This design comes from an exercise in tuning for small area on the open sky130 flow, not from production work. RTL that was checked went through simulation tests only; none was proved equivalent to the original.

==> run Z <==
Design fifo, start of the top module:
module fifo (clk,reset,renb,wenb,din,dout,empty,full);
  input logic clk, reset;
  input logic renb, wenb;
  input logic [7:0] din;
  output logic [7:0] dout;
  output logic empty, full;
  logic [7:0] mem[16];
  logic [3:0] rp;
  logic rd, wr;
  assign rd = renb & ~empty;
  assign wr = wenb & ~full & ~rd;
  assign full = ~empty & (&rp);
  logic mv;
  logic [3:0] t, rp_next;
  assign mv = rd | wr;
  assign t  = rp ^ {4{rd}};
  assign rp_next[0] = rp[0] ^ mv;
  assign rp_next[1] = rp[1] ^ (mv & t[0]);
  assign rp_next[2] = rp[2] ^ (mv & t[0] & t[1]);
  assign rp_next[3] = rp[3] ^ (mv & t[0] & t[1] & t[2]);
  always @(posedge clk) begin
    rp    <= rp_next | {4{reset}};
    empty <= reset | (rd & (rp == 4'd0)) | (empty & ~wr);
  end
  logic [3:0] lo, hi;
  always_comb begin
    for (int k = 0; k < 4; k++) begin
      lo[k] = (rp[1:0] == k);
      hi[k] = (rp[3:2] == k) & ~reset;
    end
  end
  logic [7:0] rdata;
  always_comb begin
    rdata = 8'b0;
    for (int k = 0; k < 16; k++)
      rdata = rdata | ({8{hi[k/4] & lo[k%4]}} & mem[k]);
  end
  always @(posedge clk) begin
    if (rd | reset) dout <= rdata;
  end
  logic wr_hi;
  assign wr_hi = wr & ~empty & (rp[3] | (&rp[2:0]));
  integer i;
  always @(posedge clk) begin
  ...
==> module fifo, before the edit <==
module fifo (clk,reset,renb,wenb,din,dout,empty,full);
  input logic clk, reset;
  input logic renb, wenb;
  input logic [7:0] din;
  output logic [7:0] dout;
  output logic empty, full;
  logic [7:0] mem[16];
  logic [3:0] rp;
  logic rd, wr;
  assign rd = renb & ~empty;
  assign wr = wenb & ~full & ~rd;
  assign full = ~empty & (&rp);
  logic mv;
  logic [3:0] t, rp_next;
  assign mv = rd | wr;
  assign t  = rp ^ {4{rd}};
  assign rp_next[0] = rp[0] ^ mv;
  assign rp_next[1] = rp[1] ^ (mv & t[0]);
  assign rp_next[2] = rp[2] ^ (mv & t[0] & t[1]);
  assign rp_next[3] = rp[3] ^ (mv & t[0] & t[1] & t[2]);
  always @(posedge clk) begin
    rp    <= rp_next | {4{reset}};
    empty <= reset | (rd & (rp == 4'd0)) | (empty & ~wr);
  end
  logic [3:0] lo, hi;
  always_comb begin
    for (int k = 0; k < 4; k++) begin
      lo[k] = (rp[1:0] == k);
      hi[k] = (rp[3:2] == k) & ~reset;
    end
  end
  logic [7:0] rdata;
  always_comb begin
    rdata = 8'b0;
    for (int k = 0; k < 16; k++)
      rdata = rdata | ({8{hi[k/4] & lo[k%4]}} & mem[k]);
  end
  always @(posedge clk) begin
    if (rd | reset) dout <= rdata;
  end
  logic wr_hi;
  assign wr_hi = wr & ~empty & (rp[3] | (&rp[2:0]));
  integer i;
  always @(posedge clk) begin
    if (wr) begin
      mem[0] <= din;
      for (i = 1; i < 8; i = i + 1) mem[i] <= mem[i-1];
    end
    if (wr_hi) begin
      for (i = 8; i < 16; i = i + 1) mem[i] <= mem[i-1];
    end
  end
endmodule
export LEC_CHECK = 0
export CAP_MARGIN = 20
export CORE_MARGIN = 2
export CORE_UTILIZATION = 70
export PLACE_DENSITY = 0.9
export SLEW_MARGIN = 20
create_clock -name core_clock -period 5.0 [get_ports {clk}]
standard.sh (not shown) runs the stock make flow with config.mk's settings and CLKGATE_MAP_FILE= SYNTH_SCRIPT=/design/flow/synth_recipe.tcl, a recipe that flattens the netlist after the stock synthesis.
==> flow/flow/run.sh <==
#!/bin/bash
# The standard layout with these changes:
#  - synthesis maps logic with area-oriented ABC scripts (flow/synth.tcl);
#  - clock tree of small clock buffers without dummy loads;
#  - minimum-size port buffers.
# Each make run writes its full output to its own log file here.
set -euo pipefail
work=$(pwd)
export OWN_FLOW_DIR=$work/flow
export OWN_FLOW_WORK=$work
export FLOW_SYNTH_TCL=$work/synth_recipe.tcl
export CTS_ARGS="-sink_clustering_enable -repair_clock_nets -dont_use_dummy_load -buf_list sky130_fd_sc_hd__clkbuf_4"
export BUFFER_PORTS_ARGS="-buffer_cell sky130_fd_sc_hd__buf_1"
sed "s#SYNTH_SCRIPT=[^ ]*#SYNTH_SCRIPT=$work/flow/synth.tcl#" standard.sh > own_standard.sh
grep -q "SYNTH_SCRIPT=$work/flow/synth.tcl" own_standard.sh
bash own_standard.sh synth > make_synth.log 2>&1
bash own_standard.sh finish > make_finish.log 2>&1
==> flow/flow/abc3.abc <==
strash
&get -n
&st
&dch
&nf -R 1000
&put
strash
&get -n
&st
&dch
&nf -R 1000
&put
strash
&get -n
&st
&dch
&nf -R 1000
&put
strash
&get -n
&st
&dch
&nf -R 1000
&put
==> flow/flow/abc4.abc <==
strash
&get -n
&st
&dch
&nf -R 1000
&put
strash
&get -n
&st
&dch
&nf -R 1000
&put
strash
&get -n
&st
&dch
&nf -R 1000
&put
strash
&get -n
&st
&dch
&nf -R 1000
&put
strash
&get -n
&st
&dch
&nf -R 1000
&put
strash
&get -n
&st
&dch
&nf -R 1000
&put
strash
&get -n
&st
&dch
&nf -R 1000
&put
strash
&get -n
&st
&dch
&nf -R 1000
&put
==> flow/flow/abc5.abc <==
strash
&get -n
&st
&dch
&nf -R 1000
&put
strash
&get -n
&st
&dch
&nf -R 1000
&put
strash
&get -n
&st
&dch
&nf -R 1000
&put
strash
&get -n
&st
&dch
&nf -R 1000
&put
strash
&get -n
&st
&dch
&nf -R 1000
&put
strash
&get -n
&st
&dch
&nf -R 1000
&put
strash
&get -n
&st
&dch
&nf -R 1000
&put
strash
&get -n
&st
&dch
&nf -R 1000
&put
strash
&get -n
&st
&dch
&nf -R 1000
&put
strash
&get -n
&st
&dch
&nf -R 1000
&put
==> flow/flow/abc6.abc <==
strash
&get -n
&st
&dch
&nf -R 1000
&put
strash
&get -n
&st
&dch
&nf -R 1000
&put
strash
&get -n
&st
&dch
&nf -R 1000
&put
strash
&get -n
&st
&dch
&nf -R 1000
&put
strash
&get -n
&st
&dch
&nf -R 1000
&put
strash
&get -n
&st
&dch
&nf -R 1000
&put
strash
&get -n
&st
&dch
&nf -R 1000
&put
strash
&get -n
&st
&dch
&nf -R 1000
&put
strash
&get -n
&st
&dch
&nf -R 1000
&put
strash
&get -n
&st
&dch
&nf -R 1000
&put
strash
&get -n
&st
&dch
&nf -R 1000
&put
strash
&get -n
&st
&dch
&nf -R 1000
&put
strash
&get -n
&st
&dch
&nf -R 1000
&put
strash
&get -n
&st
&dch
&nf -R 1000
&put
strash
&get -n
&st
&dch
&nf -R 1000
&put
strash
&get -n
&st
&dch
&nf -R 1000
&put
strash
&get -n
&st
&dch
&nf -R 1000
&put
strash
&get -n
&st
&dch
&nf -R 1000
&put
strash
&get -n
&st
&dch
&nf -R 1000
&put
strash
&get -n
&st
&dch
&nf -R 1000
&put
Other scripts of this flow, unchanged in this note and not shown: flow/flow/abc1.abc, flow/flow/abc2.abc, flow/flow/synth.tcl
==> inputs of run P, as changes to run Z <==
==> flow/design.v (replaced) <==
module fifo (clk,reset,renb,wenb,din,dout,empty,full);
  input logic clk, reset;
  input logic renb, wenb;
  input logic [7:0] din;
  output logic [7:0] dout;
  output logic empty, full;
  logic [7:0] mem[16];
  logic [3:0] rp;
  logic rd, wr;
  assign rd = renb & ~empty;
  assign wr = wenb & ~full & ~rd;
  assign full = ~empty & (&rp);
  always @(posedge clk) begin
    rp    <= (rp + {rd, rd, rd, rd | wr}) | {4{reset}};
    empty <= reset | (rd & (rp == 4'd0)) | (empty & ~wr);
  end
  logic [7:0] rdata;
  always_comb begin
    rdata = 8'b0;
    for (int k = 0; k < 16; k++)
      rdata = rdata | ({8{~reset && rp == k}} & mem[k]);
  end
  always @(posedge clk) begin
    if (rd | reset) dout <= rdata;
  end
  integer i;
  always @(posedge clk) begin
    if (wr) begin
      mem[0] <= din;
      for (i = 1; i < 16; i = i + 1) mem[i] <= mem[i-1];
    end
  end
endmodule
--- a/flow/flow/run.sh
+++ b/flow/flow/run.sh
@@ -1,4 +1,4 @@
 #!/bin/bash
-# The standard layout with these changes:
+# The standard layout with three changes:
 #  - synthesis maps logic with area-oriented ABC scripts (flow/synth.tcl);
 #  - clock tree of small clock buffers without dummy loads;
==> flow/flow/abc3.abc (replaced) <==
strash
balance
rewrite
refactor
balance
rewrite
rewrite -z
balance
refactor -z
rewrite -z
balance
&get -n
&st
&dch
&nf -R 1000
&put
==> flow/flow/abc4.abc (replaced) <==
strash
dch
amap
topo
Settings changed: CAP_MARGIN 20 to 5, CORE_UTILIZATION 70 to 40, PLACE_DENSITY 0.9 to 0.6, SLEW_MARGIN 20 to 5.
removed: flow/flow/abc5.abc
removed: flow/flow/abc6.abc
==> notes <==
Run Z went through all stages and came out clean. Run P produced a clean layout.
Of run Z and run P, run Z has the higher first-iteration DRC count (gap about 54%, measured against run P).
Between run P and run Z, the lower critical path depth is in run Z (gap 2).
In run Z the non-clock buffer count is higher than in run P, by 5.
Of run Z and run P, run P has the higher cell count (gap 14%, measured against run P).
Against run P, the sequential share of layout area of run Z is higher by 1.2 points.
Function not checked in run Z: the RTL went through the layout flow alone.

==> re-timing with driven ports <==
No port has a modelled driver above. Below, the same layouts with a new extraction and two added sets of constraints. Step 1 assumes that a clkbuf_16 drives the clock port and a buf_2 every other input. Step 2 moves the port delays by t, midway between the first and last clock arrival at a register: inputs arrive t later, outputs are due t later. That takes back most of the time a late clock gives input paths. a / b / c = ideal / step 1 / step 2; a / b = the first two.
| run | shift t [ns] | setup WS [ns] | worst setup path at the end | latest minus earliest clock arrival (ns) | pins driven straight from the clock port |
|---|---|---|---|---|---|
| run Z | 0.534 | 2.148 / 2.148 / 1.738 | input to register | 0.035 / 0.035 | 1 |
| run P | 0.532 | 2.189 / 2.189 / 1.681 | input to register | 0.041 / 0.041 | 1 |
After both steps setup and hold are still met in every run listed. For run P, which loses most, drivers alone change the setup slack by 0.000 ns; drivers and shift together by -0.508 ns.
